Background: an optimization exercise with open tools, aiming at small area. Do not read the settings as production practice.
Function was checked by simulation only, so behaviour that the tests miss may differ from the original.
Power is estimated from default activity; no workload was simulated.

## flow/design.v (module list and top-level ports; edited modules follow where they fit)
// module add_4: 7 lines
// module add_4c: 7 lines
// module mux3: 12 lines
// module mux4: 12 lines
// module mux5: 14 lines
// module fifo: 37 lines
// module risc_core: 61 lines
// module RF_Stage: 55 lines
// module RF: 324 lines
// module RF_stage_latch: 89 lines
// module fields_decoder: 125 lines
// module dep_check: 170 lines
// module exe_stage: 76 lines
// module ALU_input_sel: 289 lines
// module alu: 48 lines
// module adder: 68 lines
// module bitops: 73 lines
// module logic_block: 29 lines
// module rotate_shift: 88 lines
// module daa: 95 lines
// module daa_flags_out: 14 lines
// module alu_control: 283 lines
// module branch_unit: 49 lines
// module PC_update: 33 lines
// module flush_unit: 70 lines
// module interrupt_handler: 178 lines
// module EXE_result_mux: 28 lines
// module EXE_stage_latch: 77 lines
// module MEM_stage: 42 lines
// module MEM_stage_latch: 45 lines
// module memstage_ctrl: 91 lines
// module parity_F_correction: 23 lines
// module paging_handler: 30 lines
// module z80fetcher: 50 lines
// module z80_decoder: 32 lines
// module z80_Q: 179 lines
// module z80_I_decode: 815 lines
// module xlator: 564 lines
// module xlate_core: 2403 lines
// module uop_queue: 255 lines
// module uop_gen: 5052 lines
// module translator_part: 26 lines
// module Processor: 35 lines
module Processor(CLK, RESET_b, WAIT_b, WR_b, RD_b, MREQ_b, IORQ_b, NMI_b, INT_b,
                 Data_OUT, Data_IN, Addr,
                 WAIT_F_b, Flush_b, FHRQ_b, Data_Fetch, Addr_Fetch);
  // ...
==> flow/run.sh <==
#!/bin/bash
# synth_recipe.tcl (not shown) runs the flow's synth.tcl, then flattens the netlist and writes it again
# the make line also repeats each setting of config.mk as NAME=value (left out here)
make -C /OpenROAD-flow-scripts/flow DESIGN_CONFIG=/design/flow/config.mk WORK_HOME=/design/flow/orfs CLKGATE_MAP_FILE= SYNTH_SCRIPT=/design/flow/synth_recipe.tcl finish
==> flow/config.mk <==
export PLATFORM = sky130hd
export DESIGN_NAME = Processor
export DESIGN_NICKNAME = Processor
export VERILOG_FILES = /design/flow/design.v
export SDC_FILE = /design/flow/constraint.sdc
export NUM_CORES = 4
export LEC_CHECK = 0
export ABC_AREA = 1
export CAP_MARGIN = 35
export CORE_MARGIN = 2
export CORE_UTILIZATION = 40
export CTS_BUF_LIST = sky130_fd_sc_hd__clkbuf_16
export CTS_CLUSTER_DIAMETER = 90
export CTS_CLUSTER_SIZE = 18
export GPL_TIMING_DRIVEN = 0
export SLEW_MARGIN = 35
==> flow/constraint.sdc <==
create_clock -name core_clock -period 20.0 [get_ports {CLK}]
set_input_delay 4.0000 -clock core_clock [delete_from_list [all_inputs] [get_ports {CLK}]]
set_output_delay 4.0000 -clock core_clock [all_outputs]
set_load 0.01 [all_outputs]
==> summary.txt, run 1 <==
gr usage total=between 40% and 50%; Clk pwr share=a little over a fifth; CTS max path bufs=3; Worst R2R Path Depth=53; largest family of logic cells by synthesized area=simple AND/OR/NAND/NOR gates; dpl cell area=approximately 57,000 sq um; # resized after CTS=0; setup TNS=0 ns; # Taps=~1,800; critical path endpoint=CORE.ex1.esl1.Flags_out[2]; fin crit period=13.87 ns; cell family with most CP delay=simple AND/OR/NAND/NOR gates; register area share after synthesis=31.97%; Clock Latency Late Sink=~0.70 ns; library cells used by synthesis=79; f_max=72.10 MHz; Largest register FFs=between 90 and 100; Clock Buffer Count=50; post-layout util=between 40 and 50%; die area=about 140,000 sq um; pre-CTS setup slack=approximately 6.9 ns; RSZ-0062 raised after global routing=no; Post-Synth Simple-Gate Area=between 30% and 40%; post-synthesis mux area share=less than 1%; #FFs+latches synth=around 700; worst r2r src=CORE.me1.thelatch.Wr_id_out[3]; met2 WL=approximately 130,000 um; vias per cell=roughly 6.4; M2 GR Usage=around 64%; Multi-input gate area=31,900 sq um; Synth area leader=edfxtp_1; inverters=about 1,000; sw frac=between 40 and 50%; setup skew after layout=between 0.05 and 0.06 ns; Placed Cells incl. Taps=roughly 9,900; Area contributors post-synth=edfxtp_1 (17%), dfxtp_1 (15%), nand2_1 (10%), nor2_1 (9.7%), inv_1 (6.5%); cts-stage hold buffer count=0; Final period util=69.35%; status=complete, no violations; Clock group=~1.1 mW; Fin. Hold Viols=0; P_sw=around 2.3 mW
==> inputs of run 2 (changes only) <==
==> flow/flow/run.sh (new file) <==
#!/bin/bash
# The standard layout (standard.sh) with two changes in how it is made:
# * logic mapping: ORFS's ABC area script is swapped for flow/abc_area.script,
#   which maps for area with ABC's area mapper (three rounds of choice
#   computation and area mapping) instead of the delay-oriented mapper and
#   its buffering and upsizing; the clock period here leaves ample slack.
#   Everything else in synthesis (and the register names and cells) is as in
#   the standard synthesis: only the copy of the ORFS scripts that
#   SCRIPTS_DIR points to differs, in that one file.
# * clock-tree synthesis builds larger leaf clusters with clkbuf_16 and adds
#   no dummy balancing loads.
set -euo pipefail
rm -rf scripts_area
cp -r "$FLOW_HOME/scripts" scripts_area
cp flow/abc_area.script scripts_area/abc_area.script
export SCRIPTS_DIR="$PWD/scripts_area"
export CTS_ARGS="-sink_clustering_enable -repair_clock_nets -dont_use_dummy_load -buf_list sky130_fd_sc_hd__clkbuf_16 -sink_clustering_size 18 -sink_clustering_max_diameter 90"
bash standard.sh > standard.log 2>&1
==> flow/flow/abc_area.script (new file) <==
strash
dch -f
amap
strash
dch -f
amap
strash
dch -f
amap
topo
==> flow/standard.sh (new file) <==
#!/bin/bash
# synth_recipe.tcl (not shown) runs the flow's synth.tcl, then flattens the netlist and writes it again
# the make line also repeats each setting of config.mk as NAME=value (left out here)
make -C /OpenROAD-flow-scripts/flow DESIGN_CONFIG=/design/flow/config.mk WORK_HOME=/design/flow/orfs CLKGATE_MAP_FILE= SYNTH_SCRIPT=/design/flow/synth_recipe.tcl "${@:-finish}"
--- a/flow/config.mk
+++ b/flow/config.mk
@@ -9,8 +9,5 @@
 export CAP_MARGIN = 35
 export CORE_MARGIN = 2
 export CORE_UTILIZATION = 40
-export CTS_BUF_LIST = sky130_fd_sc_hd__clkbuf_16
-export CTS_CLUSTER_DIAMETER = 90
-export CTS_CLUSTER_SIZE = 18
 export GPL_TIMING_DRIVEN = 0
 export SLEW_MARGIN = 35
removed: flow/run.sh
==> summary.txt, run 2 <==
status=complete, no violations; cts-stage hold buffer count=0 (unchanged); M2 GR Usage=64.75% (+1.1 points); Routed WL per cell=33.19 um; hold crit path type=register to register; clock sink count=703; LEAKAGE=18.56 nW; synth cell count leaders=nor2_1 (1,458), o22ai_1 (760), clkinv_1 (664); RSZ-0062 raised after global routing=no; f_max=58.04 MHz (-19%); Worst-Margin Slew=between 1 and 1.5 ns; Post-CTS Setup Bufs=0; Site Rows=between 100 and 150; commonest non-fill, non-tap cell in the layout=nor2_1; Syn Area/Cell=about 7.5 sq um; Die W=approximately 350 um; initial antenna violation count=11; GPL Wtd Cong=roughly 1.1; Multi-input gate area=29,550 sq um (-7.4%); met3 Use GR=roughly 12%; critical path class=register to register; largest net degree at the start of global routing=67; worst vdd ir=~0.08 mV; fin crit period=17.23 ns (+3.359 ns); drt pass-1 iters=9; Initial Util=~40%; crit path DAT=17.50 ns; Slew HR=27.50%; H-tree depth=2; clock root cell=clkbuf_16; Clk pin slew, worst setup/hold paths=~0.08 ns; power per cell area=about 73 nW/um^2; Worst Setup Start Kind=register; Filler Cells Inserted=~12,000; pre-CTS setup slack=3.480 ns (-3.468 ns); register area=approximately 17,000 sq um; Post-synth top flop=dfxtp_1; Starting DRT DRC Count=between 9,000 and 10,000; # DRC=0; total grt overflow=0; io pins=a little under 70; CTS tree=built; Synth area leader=edfxtp_1; CTS max path bufs=3 (unchanged); CP max-delay cell=a2111oi_0; syn_nets=~6,600; MaxCap Viol Count=0; # port buffers=67; Max FO, Critical Path=13; Clock Latency Late Sink=0.68 ns (-0.02 ns); Critical path buffers and inverters=9; dpl cell area=53,830 sq um (-5.9%); CP Data Required Time=20.27 ns; Area contributors post-synth=edfxtp_1 (19%), dfxtp_1 (16%), nor2_1 (11%), o22ai_1 (9.8%), clkinv_1 (5.1%); Mapped Area=roughly 48,000 sq um; area delta synth->final=14.10%; Largest Register=TRANSLATOR.UOP_Q.st_word; number of global-route vias before repair=53,904; top flop regs=TRANSLATOR.UOP_Q.st_word: 96 flops, TRANSLATOR.DECODER.QUEUE.I_word: 32 flops, TRANSLATOR.UOP_Q.st_id: 32 flops; gr usage total=43.01% (+0.36 points); Max Slew Vio Count=0; Fin. Hold Viols=0 (unchanged); final instance area=55,230 sq um; HPWL Detailed=212,000 um; Final period util=86.14% (+17 points); Final nets=between 6,000 and 7,000; die area=123,800 sq um (-9.9%); top-count cell post-synth=nor2_1; Detail Route Antenna Nets=0; core area=120,000 sq um; Post-synth EDFFs=312; Async S/R FF share, synth=0%; setup violators final=0; share of the synthesized area in the top cell type=approximately 19%; #FFs+latches synth=703 (unchanged); total CTS buffers=51; cell family with most CP delay=simple AND/OR/NAND/NOR gates; first-pass GRT wire length=between 300,000 and 400,000 um; setup skew after layout=0.1019 ns (+0.04710 ns); Routed Wire Length=between 200,000 and 300,000 um; register area share after synthesis=35.53% (+3.6 points); CP max stage delay=around 0.81 ns; CP Capture Type=register; most used cell, CP=nor2_1; GR Util met1=between 50% and 60%; most frequent cells in the layout=nor2_1 (1,425), o22ai_1 (756), clkinv_1 (645); YS warnings=33; Tot Pwr=roughly 4.0 mW; library cells used by synthesis=60 (-24%); post-layout util=46.03% (+1.9 points); layout cells sized above 1=between 5 and 6%; Most Crowded Layer GR=met2; Post-Syn Instances=6,424; Final WS setup=~2.8 ns; vias per cell=7.074 (+9.8%); via count=between 50,000 and 60,000; die height=351.9 um; # resized after CTS=0 (unchanged); Largest register FFs=96 (unchanged)
-- run 2: cell types whose count changed in the layout (fill, tap and decap cells not counted), sizes merged, moves of 89 or more --
cell	before	now
clkinv	44	663
o22ai	324	760
nor3	203	332
nand2	1545	299
o21ai	566	327
nor4	106	197
nand4	165	73
a21oi	401	289
or3	4	129
inv	1012	1
clkbuf	263	57
nand3	389	129
xor2	90	1
-- run 2: tightest hold or removal path, delay by kind of cell, from the launching register on --
family          cells  cell delay (ns)
compound gates      1             0.06
buf+inv             1             0.06
flops               1             0.31
-- run 2: final cells by class --
| class | instances | area share, % |
|---|---|---|
| clock buffer | 51 | 2.311 |
| multi-input combinational | 5054 | 53.50 |
| timing repair buffer | 233 | 4.746 |
| inverter | 664 | 4.574 |
| buffer | 3 | 0.02039 |
| tap | 1612 | 3.652 |
| antenna | 8 | 0.03625 |
| sequential | 703 | 31.16 |
-- run 2: per-stage QoR --
stage / hold WS (ns) / setup TNS (ns) / cells
2_1_floorplan: 0.4267 / 0 / 6424
3_3_place_gp: 0.4579 / -109.24 / 8103
3_5_place_dp: 0.4642 / 0 / 8262
4_1_cts: 0.4766 / 0 / 8313
5_1_grt: 0.5009 / 0 / 8320
6_report: 0.4703 / 0 / 8328
-- run 2: power by group --
part           leakage, nW  total (mW)  internal, mW  switching (mW)
Clock                0.629       0.963         0.448           0.514
Combinational         11.5        1.38         0.386           0.998
Sequential            6.44        1.68          1.57           0.109
-- run 2: path summary, 6_finish.rpt --
path | slack [ns] | start | depth (start not counted) | endpoint
max | 2.77 | CORE.me1.thelatch.Wr_id_out[2] | 62 | CORE.ex1.esl1.Flags_out[2]
min | 0.47 | TRANSLATOR.FETCHER.MREQ | 2 | TRANSLATOR.FETCHER.MREQ
max reg2reg | 2.77 | CORE.me1.thelatch.Wr_id_out[2] | 62 | CORE.ex1.esl1.Flags_out[2]
min reg2reg | 0.47 | TRANSLATOR.FETCHER.MREQ | 2 | TRANSLATOR.FETCHER.MREQ
-- run 2: layer usage --
metal,share of wire [%],wire length (um),vias to the layer above
li1,-,-,25179
met1,39,107600,28259
met2,42,116000,4458
met3,12,34400,1009
met4,6.6,18310,8
met5,0.015,42,-
-- run 2: logic make-up after synthesis --
| kind of cell | synth area share (%) |
|---|---|
| AO/OA/AOI/OAI | 27.60 |
| XOR/XNOR | 0.01810 |
| adder cells (fa/ha/maj) | 4.860 |
| buffers and inverters | 5.173 |
| flip-flops | 35.53 |
| AND/OR/NAND/NOR | 26.82 |
==> inputs of run 3 (changes only) <==
--- a/flow/flow/run.sh
+++ b/flow/flow/run.sh
@@ -1,7 +1,7 @@
 #!/bin/bash
 # The standard layout (standard.sh) with two changes in how it is made:
 # * logic mapping: ORFS's ABC area script is swapped for flow/abc_area.script,
-#   which maps for area with ABC's area mapper (three rounds of choice
+#   which maps for area with ABC's area mapper (ten rounds of choice
 #   computation and area mapping) instead of the delay-oriented mapper and
 #   its buffering and upsizing; the clock period here leaves ample slack.
 #   Everything else in synthesis (and the register names and cells) is as in
==> flow/flow/abc_area.script (replaced) <==
strash
dch -f
amap
strash
dch -f
amap
strash
dch -f
amap
strash
dch -f
amap
strash
dch -f
amap
strash
dch -f
amap
strash
dch -f
amap
strash
dch -f
amap
strash
dch -f
amap
strash
dch -f
amap
topo
==> summary.txt, run 3 <==
status=complete, no violations; Routed WL per cell=31.60 um (-4.8%); Area contributors post-synth=edfxtp_1 (20%), dfxtp_1 (16%), nor2_1 (11%), o22ai_1 (9.9%), clkinv_1 (5.3%); Post-CTS Setup Bufs=0 (unchanged); Worst-Margin Slew=1.103 ns (+0.01540 ns); power per cell area=72.74 nW/um^2 (-0.14%); Critical path buffers and inverters=8 (-1); largest net degree at the start of global routing=87 (+30%); CTS max path bufs=3 (unchanged); clock sink count=703 (unchanged); worst vdd ir=0.1031 mV (+30%); Tot Pwr=3.921 mW (-2.5%); Async S/R FF share, synth=0% (unchanged); CP Data Required Time=16.00 ns (-4.27 ns); total CTS buffers=48 (-5.9%); H-tree depth=2 (unchanged); # resized after CTS=0 (unchanged); first-pass GRT wire length=365,100 um (-6.0%); #FFs+latches synth=703 (unchanged); via count=56,645 (-3.8%); GPL Wtd Cong=1.022 (-6.6%); Starting DRT DRC Count=9,037 (-9.2%); initial antenna violation count=10 (-1); YS warnings=33 (unchanged); RSZ-0062 raised after global routing=no; Syn Area/Cell=7.582 sq um (+0.63%); CP Capture Type=output port; drt pass-1 iters=13 (+4); CP max stage delay=0.93 ns (+0.12 ns); Max FO, Critical Path=24 (+11); Fin. Hold Viols=0 (unchanged); synth cell count leaders=nor2_1 (1,394), o22ai_1 (753), clkinv_1 (672); syn_nets=6,481 (-2.1%); HPWL Detailed=195,000 um (-8.0%); Placed Cells incl. Taps=8,009 (-3.1%); # DRC=0 (unchanged); critical path class=register to output port; Clock Latency Late Sink=0.70 ns (+0.02 ns); post-layout util=45.65% (-0.38 points); fin crit period=16.86 ns (-0.3719 ns); share of the synthesized area in the top cell type=19.67% (+0.31 points); commonest non-fill, non-tap cell in the layout=nor2_1; number of global-route vias before repair=51,558 (-4.4%); Final period util=84.28% (-1.9 points); layout cells sized above 1=5.188% (-0.46 points); CTS tree=built; Post-synth top flop=dfxtp_1; cell family with most CP delay=simple AND/OR/NAND/NOR gates; top-count cell post-synth=nor2_1; MaxCap Viol Count=0 (unchanged); # port buffers=67 (unchanged); CP max-delay cell=nor2_1; clock root cell=clkbuf_16; Largest register FFs=96 (unchanged); Initial Util=40.34% (about the same); core area=118,100 sq um (-1.6%); Largest Register=TRANSLATOR.UOP_Q.st_word; Synth area leader=edfxtp_1; gr usage total=40.23% (-2.8 points); Post-synth EDFFs=312 (unchanged); cts-stage hold buffer count=0 (unchanged); most frequent cells in the layout=nor2_1 (1,361), o22ai_1 (746), clkinv_1 (661); setup skew after layout=0.1210 ns (+0.01901 ns); library cells used by synthesis=63 (+5.0%); hold crit path type=register to register; Site Rows=126 (-0.79%); f_max=59.32 MHz (+2.2%); Finished Layout Cells=8,079 (-3.0%); area delta synth->final=13.16%; setup TNS=0 ns (unchanged); register area share after synthesis=36.10% (+0.57 points); most used cell, CP=clkinv_1; vias per cell=7.011 (-0.89%); Routed Wire Length=255,300 um (-7.6%); io pins=68 (unchanged); Clk pin slew, worst setup/hold paths=0.08 ns (about the same); Slew HR=25.44% (-2.1 points); Final nets=6,734 (-2.5%); LEAKAGE=17.86 nW (-3.7%); die area=121,900 sq um (-1.6%); Worst Setup Start Kind=register; Post-Syn Instances=6,283 (-2.2%); Max Slew Vio Count=0 (unchanged); Mapped Area=47,640 sq um (-1.6%); die height=349.1 um (-0.78%); total grt overflow=0 (unchanged); setup violators final=0 (unchanged); top flop regs=TRANSLATOR.UOP_Q.st_word: 96 flops, TRANSLATOR.DECODER.QUEUE.I_word: 32 flops, TRANSLATOR.UOP_Q.st_id: 32 flops; crit path DAT=12.86 ns (-4.64 ns); Die W=349.1 um (-0.78%); Detail Route Antenna Nets=0 (unchanged); hold slack=0.4699 ns (-0.0003960 ns)
-- run 3: cell count changes after synthesis, sizes merged, moves of 12 or more --
cell,change
a21oi,-45
nor3,-16
a31oi,+23
nand4,-23
a211oi,+14
nor4,-27
nor2b,-15
o21a,+20
o221ai,-16
or3,-12
nand2,+31
a221oi,+21
nor2,-64
o41ai,-15
-- run 3: metal layers --
metal / track usage, % / wire length [um]
met1: 53.32 / 100600
met4: 21.35 / 17160
met5: 0 / 34
met3: 9.043 / 29120
met2: 60.84 / 108300
-- run 3: final timing paths --
kind | start | endpoint | slack [ns] | cells past startpoint
worst max register to register | TRANSLATOR.UOP_Q.h_id[1] | CORE.ex1.a1.a1.size | 4.29 | 46
worst min register to register | CORE.rf1.pc_up.archPC[15] | CORE.ex1.esl1.seqNPC_out[15] | 0.47 | 0
worst max-delay path | CORE.me1.thelatch.Wr_id_out[4] | Flush_b | 3.14 | 39
worst min-delay path | CORE.rf1.pc_up.archPC[15] | CORE.ex1.esl1.seqNPC_out[15] | 0.47 | 0
-- run 3: through the flow --
step | setup slack [ns] | area (sq um)
2_1_floorplan | 0.04390 | 47640
3_3_place_gp | -8.502 | 50230
3_5_place_dp | 4.071 | 52480
4_1_cts | 3.331 | 53680
5_1_grt | 2.809 | 53880
6_report | 3.143 | 53910
-- run 3: power by group --
| part | internal (mW) | total [mW] | switching, mW | leakage (nW) |
|---|---|---|---|---|
| Clock | 0.424 | 0.931 | 0.507 | 0.592 |
| Sequential | 1.57 | 1.68 | 0.108 | 6.38 |
| Combinational | 0.371 | 1.32 | 0.944 | 10.9 |
-- run 3: cell type report --
class | instances | area, sq um
tap | 1536 | 1922
sequential | 703 | 17200
buffer | 3 | 11.26
timing repair buffer | 203 | 2237
antenna | 9 | 22.52
clock buffer | 48 | 1201
fill | 12010 | 64180
inverter | 672 | 2547
multi-input combinational | 4905 | 28760
-- run 3: logic make-up after synthesis --
| kind of cell | Yosys count | share of synthesized area (%) |
|---|---|---|
| buffers and inverters | 675 | 5.319 |
| adders and majority gates | 176 | 4.938 |
| DFF | 703 | 36.10 |
| xor gates and xnor gates | 2 | 0.03678 |
| AOI/OAI and AO/OA | 2039 | 28.28 |
| and+or+nand+nor | 2688 | 25.33 |
==> inputs of run 4 (changes only) <==
--- a/flow/config.mk
+++ b/flow/config.mk
@@ -8,6 +8,6 @@
 export ABC_AREA = 1
 export CAP_MARGIN = 35
 export CORE_MARGIN = 2
-export CORE_UTILIZATION = 40
+export CORE_UTILIZATION = 50
 export GPL_TIMING_DRIVEN = 0
 export SLEW_MARGIN = 35
==> summary.txt, run 4 <==
library cells used by synthesis=63 (unchanged); Final period util=83.37% (-0.91 points); clock root cell=clkbuf_16; CTS max path bufs=3 (unchanged); power per cell area=73.61 nW/um^2 (+1.2%); Syn Area/Cell=7.582 sq um (unchanged); Mapped Area=47,640 sq um (unchanged); most used cell, CP=clkinv_1; H-tree depth=2 (unchanged); Routed WL per cell=32.14 um (+1.7%); Area contributors post-synth=edfxtp_1 (20%), dfxtp_1 (16%), nor2_1 (11%), o22ai_1 (9.9%), clkinv_1 (5.3%); Post-Syn Instances=6,283 (unchanged); total CTS buffers=48 (unchanged); core area=94,730 sq um (-20%); Largest register FFs=96 (unchanged); GPL Wtd Cong=1.155 (+13%); top-count cell post-synth=nor2_1; Detail Route Antenna Nets=0 (unchanged); first-pass GRT wire length=360,100 um (-1.4%); # resized after CTS=0 (unchanged); setup TNS=0 ns (unchanged); Fin. Hold Viols=0 (unchanged); via count=58,745 (+3.7%); total grt overflow=0 (unchanged); Slew HR=17.47% (-8.0 points); HPWL Detailed=185,100 um (-5.1%); Max FO, Critical Path=24 (unchanged); register area share after synthesis=36.10% (unchanged); post-layout util=56.09% (+10 points); Post-synth top flop=dfxtp_1; syn_nets=6,481 (unchanged); Routed Wire Length=250,200 um (-2.0%); final instance area=53,130 sq um (-1.4%); commonest non-fill, non-tap cell in the layout=nor2_1; Filler Cells Inserted=8,759 (-27%); top flop regs=TRANSLATOR.UOP_Q.st_word: 96 flops, TRANSLATOR.DECODER.QUEUE.I_word: 32 flops, TRANSLATOR.UOP_Q.st_id: 32 flops; # port buffers=67 (unchanged); fin crit period=16.67 ns (-0.1826 ns); worst vdd ir=0.07989 mV (-23%); share of the synthesized area in the top cell type=19.67% (unchanged); setup violators final=0 (unchanged); LEAKAGE=17.68 nW (-1.0%); number of global-route vias before repair=53,760 (+4.3%); Post-synth EDFFs=312 (unchanged); Clock Latency Late Sink=0.72 ns (+0.02 ns); Worst Setup Start Kind=register; io pins=68 (unchanged); YS warnings=33 (unchanged); die height=312.7 um (-10%); Clk pin slew, worst setup/hold paths=0.08 ns (about the same); setup skew after layout=0.1437 ns (+0.02269 ns); # DRC=0 (unchanged); drt pass-1 iters=14 (+1); vias per cell=7.547 (+7.6%); #FFs+latches synth=703 (unchanged); layout cells sized above 1=4.685% (-0.50 points); CP Capture Type=output port; CTS tree=built; Tot Pwr=3.911 mW (-0.26%); clock sink count=703 (unchanged); Starting DRT DRC Count=11,660 (+29%); status=complete, no violations; Post-CTS Setup Bufs=0 (unchanged); Site Rows=113 (-10%); cts-stage hold buffer count=0 (unchanged); hold crit path type=register to register; MaxCap Viol Count=0 (unchanged); crit path DAT=12.67 ns (-0.19 ns); Multi-input gate area=28,650 sq um (-0.37%); initial antenna violation count=14 (+4); gr usage total=48.90% (+8.7 points); Synth area leader=edfxtp_1; register area=17,210 sq um (about the same); Max Slew Vio Count=0 (unchanged); largest net degree at the start of global routing=81 (-6.9%); critical path class=register to output port; f_max=59.97 MHz (+1.1%); RSZ-0062 raised after global routing=no; synth cell count leaders=nor2_1 (1,394), o22ai_1 (753), clkinv_1 (672); die area=97,760 sq um (-20%); Largest Register=TRANSLATOR.UOP_Q.st_word; CP max-delay cell=nor2_1; Final WS setup=3.326 ns (+0.1826 ns); pre-CTS setup slack=4.698 ns (+0.6266 ns); CP Data Required Time=16.00 ns (about the same); Final nets=6,710 (-0.36%); Worst-Margin Slew=1.225 ns (+0.1222 ns); Async S/R FF share, synth=0% (unchanged); area delta synth->final=11.53%; CP max stage delay=0.94 ns (about the same); most frequent cells in the layout=nor2_1 (1,359), o22ai_1 (745), clkinv_1 (662); Initial Util=50.29% (+9.9 points); Die W=312.7 um (-10%); dpl cell area=51,700 sq um (-1.5%)
run 4: cell counts after synthesis:
No cell type changed its count.
run 4: cell type report:
class,instances,area share (%)
Antenna cell,9,0.04239
Tap cell,1265,2.979
Sequential cell,703,32.38
Timing Repair Buffer,179,3.596
Buffer,3,0.02119
Clock buffer,48,2.261
Multi-Input combinational cell,4905,53.93
Inverter,672,4.785
run 4: report_power, final:
part / switching, mW / total [mW] / internal [mW] / leakage (nW)
combinational: 0.950 / 1.31 / 0.359 / 10.7
sequential: 0.106 / 1.67 / 1.57 / 6.38
clock: 0.505 / 0.928 / 0.423 / 0.592
run 4: routing by layer:
metal | wire length [um] | GRT usage [%] | share of wire (%)
met4 | 21640 | 32.08 | 8.6
met1 | 88790 | 61.00 | 35
met3 | 36680 | 16.34 | 15
met5 | 95 | 0 | 0.038
met2 | 103000 | 72.12 | 41
run 4: cells by family after synthesis:
kind of cell	share of synthesized area, %
fa+ha+maj	4.938
flops	36.10
buf+inv	5.319
xor+xnor	0.03678
simple gates	25.33
compound gates	28.28
run 4: through the flow:
step,hold slack (ns),std cells
final,0.4674,7784
after global routing,0.4607,7777
after CTS,0.4659,7760
after detailed placement,0.4495,7712
after global placement,0.4448,7615
after floorplan,0.4267,6283
run 4: final timing paths:
kind | depth (start not counted) | endpoint | from | slack (ns)
max | 40 | Flush_b | CORE.ex1.esl1.Wr_id_out[4] | 3.33
min | 0 | CORE.me1.thelatch.Flags_out[5] | CORE.ex1.esl1.Flags_out[5] | 0.47
max reg2reg | 47 | CORE.ex1.a1.a1.size | TRANSLATOR.UOP_Q.h_id[3] | 3.36
min reg2reg | 0 | CORE.me1.thelatch.Flags_out[5] | CORE.ex1.esl1.Flags_out[5] | 0.47
run 4: critical path, delay by kind of cell, from the launching register on:
family / cells / cell delay (ns)
buf+inv: 8 / 3.14
simple gates: 17 / 4.95
compound gates: 15 / 3.43
flops: 1 / 0.37
==> module z80_Q, before the edit <==
module z80_Q (CLK, RST, flush, I_wait, I_byte, xlator_stall, I_word, I_word_rdy, num_bytes) ;
input CLK ;
input RST ;
input flush ;
input I_wait ;
input [7:0] I_byte ;
input xlator_stall ;
input I_word_rdy ;
output [31:0] I_word ;
output [2:0] num_bytes;
reg [2:0] curr_state, next_state;
reg [31:0] I_word;
reg [2:0] num_bytes;
reg [2:0] num_bytes_q;   
always@(posedge CLK)
begin
  if(RST == 1'b1)
    num_bytes_q <= 3'b000;
  else
    num_bytes_q <= num_bytes;
end
parameter init_s = 3'b000, byte1_s = 3'b001, byte2_s = 3'b010, byte3_s = 3'b011, byte4_s = 3'b100,
	  stall_s = 3'b101;
always@(posedge CLK)
begin
  if((RST == 1'b1) || (flush == 1'b1))
  begin
    curr_state <= init_s;
    I_word <= 32'H0;	 
  end	 
  else
  begin
    I_word <= I_word;    
    if(I_wait == 1'b0)
    begin
      case(next_state)	 
        init_s: begin	 
          end
        byte1_s: 		 
          I_word[31:24] <= I_byte;
        byte2_s:
    	  I_word[23:16] <= I_byte;
        byte3_s:
       	  I_word[15:8]  <= I_byte;
        byte4_s:
    	  I_word[7:0]   <= I_byte;
        stall_s: begin	 
    	         end
        default: begin	 
    	         end
      endcase
    end
    curr_state <= next_state;
  end
end
always @(*)  
begin
  case(curr_state)
    init_s:
      begin
        num_bytes <= 3'b000; 
        if(I_wait == 1'b0)	 
          next_state <= byte1_s;
        else
          next_state <= init_s;
      end
    byte1_s:
      begin
        num_bytes <= 3'b001;
        if(I_word_rdy == 1'b1)	 
        begin
          if(xlator_stall == 1'b1)
            next_state <= stall_s;
          else
          begin
            if(I_wait == 1'b0)
              next_state <= byte1_s;
            else
              next_state <= init_s;
          end
        end
        else
        begin
          if(I_wait == 1'b0)
            next_state <= byte2_s;
          else
            next_state <= byte1_s;
        end
      end
    byte2_s:
      begin
        num_bytes <= 3'b010;
        if(I_word_rdy == 1'b1)
        begin
          if(xlator_stall == 1'b1)
            next_state <= stall_s;
          else
          begin
            if(I_wait == 1'b0)
              next_state <= byte1_s;
            else
              next_state <= init_s;
          end
        end
        else
        begin
          if(I_wait == 1'b0)
            next_state <= byte3_s;
          else
            next_state <= byte2_s;
        end
      end
    byte3_s:
      begin
        num_bytes <= 3'b011;      
        if(I_word_rdy == 1'b1)
        begin
          if(xlator_stall == 1'b1)
            next_state <= stall_s;
          else
          begin
            if(I_wait == 1'b0)
              next_state <= byte1_s;
            else
              next_state <= init_s;
          end
        end
        else
        begin
          if(I_wait == 1'b0)
            next_state <= byte4_s;
          else
            next_state <= byte3_s;
        end
      end
    byte4_s:
      begin
        num_bytes <= 3'b100;      
        if(I_word_rdy == 1'b1)
        begin
          if(xlator_stall == 1'b1)
            next_state <= stall_s;
          else
          begin
            if(I_wait == 1'b0)
              next_state <= byte1_s;
            else
              next_state <= init_s;
          end
        end
        else
        begin	 
          if(I_wait == 1'b0)
            next_state <= byte1_s;
          else
            next_state <= init_s;
        end
      end
    stall_s:
      begin
        num_bytes <= num_bytes_q;   
        if(xlator_stall == 1'b1)
          next_state <= stall_s;
        else
        begin
          if(I_wait == 1'b0)
            next_state <= byte1_s;
          else
            next_state <= init_s;
        end
      end
    default:
      begin
        num_bytes <= 3'b000;
        next_state <= init_s;
      end
  endcase
end	 
endmodule 
==> inputs of run 5 (changes only) <==
--- a/flow/design.v
+++ b/flow/design.v
@@ -2748,34 +2748,25 @@
 always@(posedge CLK)
 begin
   if((RST == 1'b1) || (flush == 1'b1))
-  begin
     curr_state <= init_s;
-    I_word <= 32'H0;	 
-  end	 
   else
-  begin
-    I_word <= I_word;    
-    if(I_wait == 1'b0)
-    begin
-      case(next_state)	 
-        init_s: begin	 
-          end
-        byte1_s: 		 
-          I_word[31:24] <= I_byte;
-        byte2_s:
-    	  I_word[23:16] <= I_byte;
-        byte3_s:
-       	  I_word[15:8]  <= I_byte;
-        byte4_s:
-    	  I_word[7:0]   <= I_byte;
-        stall_s: begin	 
-    	         end
-        default: begin	 
-    	         end
-      endcase
-    end
     curr_state <= next_state;
-  end
+end
+always@(posedge CLK)
+begin
+  if((RST == 1'b0) && (flush == 1'b0) && (I_wait == 1'b0))
+    case(next_state)	 
+      byte1_s: 		 
+        I_word[31:24] <= I_byte;
+      byte2_s:
+        I_word[23:16] <= I_byte;
+      byte3_s:
+        I_word[15:8]  <= I_byte;
+      byte4_s:
+        I_word[7:0]   <= I_byte;
+      default: begin	 
+               end
+    endcase
 end
 always @(*)  
 begin
==> summary.txt, run 5 <==
Final WS setup=3.551 ns (+0.2247 ns); Max Slew Vio Count=0 (unchanged); H-tree depth=2 (unchanged); Mapped Area=47,530 sq um (-0.22%); hold crit path type=register to register; area delta synth->final=11.73%; layout cells sized above 1=4.638% (-0.047 points); total CTS buffers=50 (+4.2%); share of the synthesized area in the top cell type=21.73% (+2.1 points); syn_nets=6,385 (-1.5%); library cells used by synthesis=62 (-1.6%); cts-stage hold buffer count=0 (unchanged); register area share after synthesis=36.85% (+0.75 points); via count=58,053 (-1.2%); Routed WL per cell=32.20 um (+0.17%); clock root cell=clkbuf_16; Starting DRT DRC Count=11,977 (+2.7%); die area=97,550 sq um (-0.21%); synth cell count leaders=nor2_1 (1,345), o22ai_1 (717), clkinv_1 (675); MaxCap Viol Count=0 (unchanged); status=complete, no violations; Post-synth EDFFs=344 (+10%); RSZ-0062 raised after global routing=no; # DRC=0 (unchanged); CP max stage delay=0.70 ns (-0.24 ns); CP Capture Type=output port; Routed Wire Length=247,800 um (-0.95%); Slew HR=25.77% (+8.3 points); Largest Register=TRANSLATOR.UOP_Q.st_word; vias per cell=7.542 (about the same); r2r endpoint=TRANSLATOR.UOP_Q.count0[2]; gr usage total=48.47% (-0.42 points); largest net degree at the start of global routing=85 (+4.9%); initial antenna violation count=13 (-1); HPWL Detailed=185,100 um (about the same); worst r2r src=TRANSLATOR.UOP_Q.h_id[0]; Final nets=6,626 (-1.3%); worst vdd ir=0.08164 mV (+2.2%); YS warnings=33 (unchanged); f_max=60.79 MHz (+1.4%); Largest register FFs=96 (unchanged); # resized after CTS=0 (unchanged); CTS tree=built; Worst-Margin Slew=1.113 ns (-0.1116 ns); Worst R2R Path Depth=49 (+4.3%); Syn Area/Cell=7.684 sq um (+1.3%); Initial Util=50.25% (about the same); crit path from=CORE.rf1.latch1.Rd0_id_out[4]; Tot Pwr=3.817 mW (-2.4%); Die W=312.3 um (-0.11%); Max FO, Critical Path=24 (unchanged); fin crit period=16.45 ns (-0.2247 ns); crit path DAT=12.45 ns (-0.22 ns); Post-CTS Setup Bufs=0 (unchanged); Detail Route Antenna Nets=0 (unchanged); top flop regs=TRANSLATOR.UOP_Q.st_word: 96 flops, TRANSLATOR.DECODER.QUEUE.I_word: 32 flops, TRANSLATOR.UOP_Q.st_id: 32 flops; clock sink count=703 (unchanged); GPL Wtd Cong=1.152 (-0.26%); setup violators final=0 (unchanged); Post-synth top flop=dfxtp_1; Synth area leader=edfxtp_1; # port buffers=67 (unchanged); LEAKAGE=17.65 nW (-0.19%); critical path endpoint=Flush_b; total grt overflow=0 (unchanged); post-layout util=56.15% (+0.064 points); Clk pin slew, worst setup/hold paths=0.08 ns (about the same); most frequent cells in the layout=nor2_1 (1,319), o22ai_1 (709), clkinv_1 (666); first-pass GRT wire length=354,900 um (-1.4%); drt pass-1 iters=13 (-1); CP Data Required Time=16.00 ns (about the same); Clock Latency Late Sink=0.70 ns (-0.02 ns); Fin. Hold Viols=0 (unchanged); #FFs+latches synth=703 (unchanged); top-count cell post-synth=nor2_1; number of global-route vias before repair=52,847 (-1.7%); Post-Syn Instances=6,186 (-1.5%); critical path class=register to output port; most used cell, CP=clkinv_1; CP max-delay cell=nor3_1; setup skew after layout=0.09229 ns (-0.05136 ns); setup slack, reg-to-reg=3.62 ns (+0.26 ns); core area=94,590 sq um (-0.15%); pre-CTS setup slack=4.323 ns (-0.3751 ns); Final period util=82.25% (-1.1 points); io pins=68 (unchanged); commonest non-fill, non-tap cell in the layout=nor2_1; Site Rows=113 (unchanged); power per cell area=71.86 nW/um^2 (-2.4%); Async S/R FF share, synth=0% (unchanged); Area contributors post-synth=edfxtp_1 (22%), dfxtp_1 (15%), nor2_1 (11%), o22ai_1 (9.4%), clkinv_1 (5.3%); Worst Setup Start Kind=register; die height=312.3 um (-0.11%); CTS max path bufs=3 (unchanged)
[run 5: cell count changes after synthesis, moves of 15 or more]
cell	delta
a21oi_1	+20
a221oi_1	-15
a31oi_1	+17
dfxtp_1	-32
edfxtp_1	+32
nand2_1	-30
nand4_1	+31
nor2_1	-49
nor4_1	-31
o21ai_0	-21
o221ai_1	+27
o22ai_1	-36
[run 5: per-layer routing]
layer	up-vias	GRT usage, %	wire, um	part of all wire, %
met5	-	0	185	0.075
met3	1512	18.57	39610	16
met4	18	29.97	21350	8.6
met1	26933	60.88	87500	35
li1	24166	-	-	-
met2	5424	70.04	99160	40
[run 5: area by class of cell]
class,instances,area [sq um]
inverters,675,2556
fillers,8689,41480
diodes,7,17.52
clock buffers,50,1251
multi-input cells,4805,28140
repair buffers,189,2027
flip-flops and latches,703,17520
plain buffers,3,11.26
well taps,1265,1583
[run 5: power breakdown]
| group | internal, mW | leakage (nW) | total [mW] | switching [mW] |
|---|---|---|---|---|
| combinational | 0.323 | 10.6 | 1.17 | 0.850 |
| sequential | 1.58 | 6.39 | 1.69 | 0.112 |
| clock | 0.440 | 0.616 | 0.954 | 0.514 |
[run 5: how the worst min path moves through the flow]
stage	cells past startpoint	slack [ns]	from	to
6_report	2	0.48	CORE.me1.thelatch.Fmask_out[6]	CORE.me1.thelatch.Fmask_out[6]
3_3_place_gp	2	0.46	CORE.ex1.esl1.EOI_out	CORE.ex1.esl1.EOI_out
2_1_floorplan	0	0.43	CORE.ex1.esl1.Flags_out[3]	CORE.me1.thelatch.Flags_out[3]
3_5_place_dp	2	0.46	CORE.me1.thelatch.Fmask_out[6]	CORE.me1.thelatch.Fmask_out[6]
5_1_grt	2	0.50	CORE.me1.thelatch.Fmask_out[6]	CORE.me1.thelatch.Fmask_out[6]
4_1_cts	2	0.48	CORE.me1.thelatch.Fmask_out[6]	CORE.me1.thelatch.Fmask_out[6]
[run 5: critical path: cells and delay by family, from the launching register on]
| family | cells | cell delay [ns] |
|---|---|---|
| buffers and inverters | 7 | 2.92 |
| AND/OR/NAND/NOR | 13 | 5.06 |
| AO/OA/AOI/OAI | 9 | 3.20 |
| flip-flops | 1 | 0.55 |
[run 5: through the flow]
step           hold slack [ns]  setup TNS [ns]  instance area, sq um  std cells
2_1_floorplan           0.4267               0                 47540       6186
3_3_place_gp            0.4601          -44.32                 49790       7518
3_5_place_dp            0.4625               0                 51670       7628
4_1_cts                 0.4753               0                 52920       7678
5_1_grt                 0.4964               0                 53100       7692
6_report                0.4755               0                 53110       7697
[run 5: logic make-up (layout without fill, tap and decap cells)]
group / after synthesis / after routing / share of synthesized area (%)
fa+ha+maj: 177 / 177 / 4.975
flops: 703 / 703 / 36.85
simple gates: 2613 / 2613 / 24.84
other cells: 0 / 7 / 0
buf+inv: 678 / 917 / 5.354
compound gates: 2015 / 2015 / 27.98
==> inputs of run 6 (changes only) <==
--- a/flow/config.mk
+++ b/flow/config.mk
@@ -8,6 +8,6 @@
 export ABC_AREA = 1
 export CAP_MARGIN = 35
 export CORE_MARGIN = 2
-export CORE_UTILIZATION = 50
+export CORE_UTILIZATION = 55
 export GPL_TIMING_DRIVEN = 0
 export SLEW_MARGIN = 35
==> summary.txt, run 6 <==
GPL Wtd Cong=1.164 (+1.0%); total grt overflow=0 (unchanged); Synth area leader=edfxtp_1; Clock Latency Late Sink=0.67 ns (-0.03 ns); Post-Syn Instances=6,186 (unchanged); Clk pin slew, worst setup/hold paths=0.08 ns (about the same); setup violators final=0 (unchanged); register area share after synthesis=36.85% (unchanged); # DRC=0 (unchanged); drt pass-1 iters=15 (+2); Die W=298.0 um (-4.6%); Filler Cells Inserted=7,480 (-14%); top flop regs=TRANSLATOR.UOP_Q.st_word: 96 flops, TRANSLATOR.DECODER.QUEUE.I_word: 32 flops, TRANSLATOR.UOP_Q.st_id: 32 flops; CTS tree=built; cts-stage hold buffer count=0 (unchanged); Syn Area/Cell=7.684 sq um (unchanged); layout cells sized above 1=4.454% (-0.18 points); clock root cell=clkbuf_16; Mapped Area=47,530 sq um (unchanged); via count=59,071 (+1.8%); HPWL Detailed=177,000 um (-4.4%); die height=298.0 um (-4.6%); commonest non-fill, non-tap cell in the layout=nor2_1; Worst Setup Start Kind=register; final instance area=52,760 sq um (-0.66%); Worst R2R Path Depth=51 (+4.1%); top-count cell post-synth=nor2_1; share of the synthesized area in the top cell type=21.73% (unchanged); Starting DRT DRC Count=12,362 (+3.2%); io pins=68 (unchanged); worst hold path depth=1 (-1); MaxCap Viol Count=0 (unchanged); largest net degree at the start of global routing=80 (-5.9%); first-pass GRT wire length=348,300 um (-1.9%); Area contributors post-synth=edfxtp_1 (22%), dfxtp_1 (15%), nor2_1 (11%), o22ai_1 (9.4%), clkinv_1 (5.3%); die area=88,790 sq um (-9.0%); Largest register FFs=96 (unchanged); syn_nets=6,385 (unchanged); setup TNS=0 ns (unchanged); setup slack, reg-to-reg=3.11 ns (-0.51 ns); Fin. Hold Viols=0 (unchanged); Detail Route Antenna Nets=0 (unchanged); hold crit path type=register to register; YS warnings=33 (unchanged); Post-synth EDFFs=344 (unchanged); total CTS buffers=49 (-2.0%); number of global-route vias before repair=53,520 (+1.3%); Worst-Margin Slew=1.103 ns (-0.01054 ns); Slew HR=26.20% (+0.43 points); # resized after CTS=0 (unchanged); # port buffers=67 (unchanged); Initial Util=55.65% (+5.4 points); Placed Cells incl. Taps=7,504 (-1.6%); Routed Wire Length=239,200 um (-3.5%); synth cell count leaders=nor2_1 (1,345), o22ai_1 (717), clkinv_1 (675); #FFs+latches synth=703 (unchanged); CP max stage delay=0.89 ns (+0.19 ns); setup skew after layout=0.09313 ns (+0.0008396 ns); Largest Register=TRANSLATOR.UOP_Q.st_word; library cells used by synthesis=62 (unchanged); f_max=59.21 MHz (-2.6%); initial antenna violation count=8 (-5); Routed WL per cell=31.60 um (-1.9%); Final nets=6,622 (-0.060%); CP Data Required Time=20.59 ns (+4.59 ns); Max FO, Critical Path=33 (+38%); most frequent cells in the layout=nor2_1 (1,317), o22ai_1 (711), clkinv_1 (669); hold slack=0.4814 ns (+0.005925 ns); status=complete, no violations; fin crit period=16.89 ns (+0.4408 ns); worst vdd ir=0.07809 mV (-4.3%); CP Capture Type=register; Async S/R FF share, synth=0% (unchanged); crit path DAT=17.48 ns (+5.03 ns); core area=85,410 sq um (-9.7%); Final period util=84.45% (+2.2 points); H-tree depth=2 (unchanged); Site Rows=107 (-5.3%); critical path class=register to register; Finished Layout Cells=7,571 (-1.6%); LEAKAGE=17.56 nW (-0.47%); most used cell, CP=clkinv_1; Max Slew Vio Count=0 (unchanged); area delta synth->final=11.00%; Post-synth top flop=dfxtp_1; dpl cell area=51,320 sq um (-0.67%); gr usage total=51.49% (+3.0 points); clock sink count=703 (unchanged); CP max-delay cell=clkinv_1; Post-CTS Setup Bufs=0 (unchanged); CTS max path bufs=3 (unchanged); vias per cell=7.802 (+3.4%); power per cell area=71.71 nW/um^2 (-0.21%); RSZ-0062 raised after global routing=no
## run 6: cell counts after synthesis
Identical to the previous run, type by type.
## run 6: worst paths after layout
path	from	end
worst max-delay path	TRANSLATOR.UOP_Q.h_id[0]	TRANSLATOR.UOP_Q.count0[2]
worst min-delay path	TRANSLATOR.FETCHER.warming_up[0]	TRANSLATOR.FETCHER.warming_up[0]
worst max register to register	TRANSLATOR.UOP_Q.h_id[0]	TRANSLATOR.UOP_Q.count0[2]
worst min register to register	TRANSLATOR.FETCHER.warming_up[0]	TRANSLATOR.FETCHER.warming_up[0]
## run 6: critical path, delay by kind of cell (launching register included)
kind                       cells  cell delay, ns
AOI/OAI and AO/OA             15            4.69
adders and majority gates      4            1.07
buffers and inverters         14            4.99
DFF                            1            0.58
and+or+nand+nor               18            5.40
## run 6: power breakdown
group | internal [mW] | switching [mW] | leakage, nW
clock | 0.432 | 0.512 | 0.604
combinational | 0.316 | 0.833 | 10.6
sequential | 1.58 | 0.114 | 6.39
total | 2.32 | 1.46 | 17.6
## run 6: through the flow
| step | util, % | setup slack, ns | power (mW) |
|---|---|---|---|
| 2_1_floorplan | - | 3.510 | 2.274 |
| 5_1_grt | 61.75 | 3.144 | 3.835 |
| 4_1_cts | 61.52 | 4.404 | 3.656 |
| 6_report | 61.77 | 3.110 | 3.783 |
| 3_3_place_gp | 58.11 | -2.665 | 2.682 |
| 3_5_place_dp | 60.08 | 4.633 | 2.753 |
## run 6: final cells by class
type                    instances  area [sq um]  area share, %
multi-input cells            4805         28110          53.28
plain buffers                   3         11.26        0.02134
clock buffers                  49          1226          2.324
repair buffers                186          1893          3.588
inverters                     675          2549          4.831
diodes                          6         15.01        0.02846
well taps                    1144          1431          2.713
flip-flops and latches        703         17520          33.21
## run 6: cells by family after synthesis
| logic type | synth area share, % |
|---|---|
| adder cells (fa/ha/maj) | 4.975 |
| AO/OA/AOI/OAI | 27.98 |
| buffers and inverters | 5.354 |
| flip-flops | 36.85 |
| AND/OR/NAND/NOR | 24.84 |
## run 6: metal layers
metal	vias to the layer above	track usage, %	share of wire, %
li1	24147	-	-
met1	27046	65.37	35
met2	6177	74.11	40
met3	1689	19.46	17
met4	12	31.05	8.6
met5	-	0	0.035

## what the ideal ports hide
How much do the figures lean on ideal ports? The routed layouts below were timed once more, with nothing changed but the port constraints. Step 1 assumes that a clkbuf_16 drives the clock port and a buf_2 every other input. Step 2 also shifts input and output timing later by t, the mid clock arrival at the registers, as if the neighbouring blocks saw the same clock. Slacks: ideal ports / drivers / drivers and shift; pairs: ideal ports / drivers.
| run | t, ns | slack for setup (ns) | worst register clock-pin slew, ns | worst slew at a driven data input, ns | pins driven straight from the clock port |
|---|---|---|---|---|---|
| run 1 | 0.751 | 6.131 / 6.131 / 6.131 | 0.09 / 0.09 | 0.15 | 1 |
| run 2 | 0.705 | 2.771 / 2.771 / 2.771 | 0.09 / 0.09 | 0.05 | 1 |
| run 3 | 0.714 | 3.143 / 3.071 / 3.785 | 0.09 / 0.09 | 0.04 | 1 |
| run 4 | 0.729 | 3.326 / 3.250 / 3.362 | 0.10 / 0.10 | 0.05 | 1 |
| run 5 | 0.724 | 3.551 / 3.481 / 3.619 | 0.09 / 0.09 | 0.04 | 1 |
| run 6 | 0.703 | 3.110 / 3.110 / 3.110 | 0.09 / 0.09 | 0.05 | 1 |
After both steps every run listed still meets setup and hold.
